Background: an optimization exercise with open tools, aiming at small area, a short achievable clock period and few clock cycles. Do not read the settings as production practice. RTL that was checked went through simulation tests only; none was proved equivalent to the original. Power is estimated from default activity; no workload was simulated.

job 504:
## rs_cudu_v2
module rs_cudu_v2(
	input clock, reset,
	input sqrt_start, input [19:0] data_in,
	output sqrt_done, output [9:0] data_out
);
For scale: roughly 26 flip-flops, ~34 I/O pins.
clock: 5.0 ns
lec_check: 0
cap_margin: 20
core_margin: 2
core_utilization: 40
setup_slack_margin: 3.0
slew_margin: 20
run.sh (not shown) runs the stock make flow with config.mk's settings and CLKGATE_MAP_FILE= SYNTH_SCRIPT=/design/flow/synth_recipe.tcl, a recipe that flattens the netlist after the stock synthesis.
Job 504 finished every stage and its layout cleared the timing, DRC and antenna checks.
[inputs] job 1030 vs job 504
--- a/flow/config.mk
+++ b/flow/config.mk
@@ -11 +10,0 @@
-export SETUP_SLACK_MARGIN = 3.0
Notes after the runs:
Job 1030 -> job 504: number of logic inverters in the finished layout delta 0, exact match. Delta (job 1030 minus job 504): part of the total power dissipated in the clock network higher; final cell count lower. Compared with job 504, job 1030 shows overall power of the completed layout that has gone down by more than 10%. Job 1030 ended up with r[10]$_SDFF_PP0_ as its first element of the critical path; job 504 ended up with q[0]$_DFFE_PP_. Compared with job 504, in job 1030 static leakage power fell by 14%; slew at the pin closest to its max-slew limit now larger; per-instance average area after synthesis comparable.
--- input diff job 1030..job 9071 ---
--- a/flow/config.mk
+++ b/flow/config.mk
@@ -7,0 +8 @@
+export ABC_CLOCK_PERIOD_IN_PS = 2000
@@ -10,0 +12 @@
+export SETUP_SLACK_MARGIN = 2.5
==> comparison <==
Between job 9071 and job 1030, transition time at the pin with the least slew margin is lower for job 9071, job 1030 comes in above that. Total routing resource utilization after global routing for job 9071 is higher than for job 1030. Job 9071 ended up with sky130_fd_sc_hd__edfxtp_1 as its highest-delay cell along the critical path; job 1030 ended up with sky130_fd_sc_hd__dfxtp_1. Job 9071 vs. job 1030: setup slack increased 0.40 ns, area used by multi-input combinational logic up about 2%. On clock power: between job 9071 and job 1030, it ends up higher for job 1030. The lower final worst hold slack of job 9071 and job 1030 is in job 9071. Count of port buffers added during placement came out exactly the same in job 9071 and job 1030. Diff job 1030 -> job 9071 | fill cell instance count of the final layout | increase of about 1.2%.
> inputs changed (job 9071 -> job 1949)
--- a/flow/config.mk
+++ b/flow/config.mk
@@ -8 +7,0 @@
-export ABC_CLOCK_PERIOD_IN_PS = 2000
==> comparison <==
- Both conditions hold for job 1949: the flow ran to the end and the final layout passed the timing, DRC and antenna checks.
- Summary of job 1949 over job 9071: wire length of the first global-routing pass roughly the same; boundary pin count was more or less identical; vertical die dimension stayed essentially flat.
No functional check of the RTL was part of any run of this note.

---

rs_cudu_v2, a different RTL version from the one above (not shown whole).
Size: ~34 I/O pins, about 1700 um^2 of cells after synthesis.
Settings: LEC_CHECK=0, CAP_MARGIN=20, CORE_MARGIN=2, CORE_UTILIZATION=40, SETUP_SLACK_MARGIN=2.8, SLEW_MARGIN=20; clock period 5.0 ns.
standard.sh (not shown) runs the stock make flow with config.mk's settings and CLKGATE_MAP_FILE= SYNTH_SCRIPT=/design/flow/synth_recipe.tcl, a recipe that flattens the netlist after the stock synthesis.
==> flow/flow/run.sh <==
#!/bin/bash
# The standard layout, with plain buf_1 cells as the port buffers.
set -euo pipefail
export BUFFER_PORTS_ARGS="-buffer_cell sky130_fd_sc_hd__buf_1"
bash standard.sh > make_finish.log 2>&1
The baseline ran to the end with no violations.
Testbench counts at the start, summed over its fixed seeds: cycles 32,008.
Edit:
==> flow/flow/run.sh (replaced) <==
#!/bin/bash
# The standard layout, with plain buf_1 cells as the port buffers and no
# half/full adder cells, so that ABC maps the adders itself.
set -euo pipefail
export BUFFER_PORTS_ARGS="-buffer_cell sky130_fd_sc_hd__buf_1"
export DONT_USE_CELLS="sky130_fd_sc_hd__ha_1 sky130_fd_sc_hd__ha_2 sky130_fd_sc_hd__ha_4 sky130_fd_sc_hd__fa_1 sky130_fd_sc_hd__fa_2 sky130_fd_sc_hd__fa_4 sky130_fd_sc_hd__fah_1 sky130_fd_sc_hd__fahcin_1 sky130_fd_sc_hd__fahcon_1"
bash standard.sh > make_finish.log 2>&1
Clock skew is unchanged.
Core utilization is unchanged.
Combinational power stays flat.
Synthesized area is unchanged.
Final area stays the same.
Worst setup slack does not change.
Routed wire length does not change.
Register-to-register slack stays flat.
Power stays the same.
Global-route usage stays the same.
Final cell count does not change.

separate check: timing with driven ports:
How much do the figures lean on ideal ports? The routed layouts below were timed once more, with nothing changed but the port constraints. Step 1 (the two cells are an assumption about what drives the block):
set clk [get_ports {clock}]
set_driving_cell -lib_cell sky130_fd_sc_hd__clkbuf_16 $clk
set_driving_cell -lib_cell sky130_fd_sc_hd__buf_2 [delete_from_list [all_inputs] $clk]
Step 2 moves the port delays by t, midway between the first and last clock arrival at a register: inputs arrive t later, outputs are due t later. That takes back most of the time a late clock gives input paths. a / b / c = ideal ports / drivers / drivers and shift; a / b = the first two.
run | t (ns) | setup WS [ns] | hold slack, ns | worst register clock-pin slew, ns | worst data-port slew with drivers (ns)
job 504 | 0.300 | 2.396 / 2.396 / 2.396 | 0.460 / 0.460 / 0.460 | 0.10 / 0.10 | 0.04
job 1030 | 0.297 | 1.996 / 1.996 / 1.996 | 0.461 / 0.461 / 0.461 | 0.10 / 0.10 | 0.03
job 9071 | 0.291 | 2.398 / 2.398 / 2.373 | 0.457 / 0.457 / 0.457 | 0.09 / 0.09 | 0.04
job 1949 | 0.291 | 2.398 / 2.398 / 2.373 | 0.457 / 0.457 / 0.457 | 0.09 / 0.09 | 0.04
the first run of note 2 | 0.293 | 2.888 / 2.888 / 2.732 | 0.435 / 0.435 / 0.435 | 0.10 / 0.10 | 0.03
the second run of note 2 | 0.293 | 2.888 / 2.888 / 2.732 | 0.435 / 0.435 / 0.435 | 0.10 / 0.10 | 0.03
After both steps setup and hold are still met in every run listed.
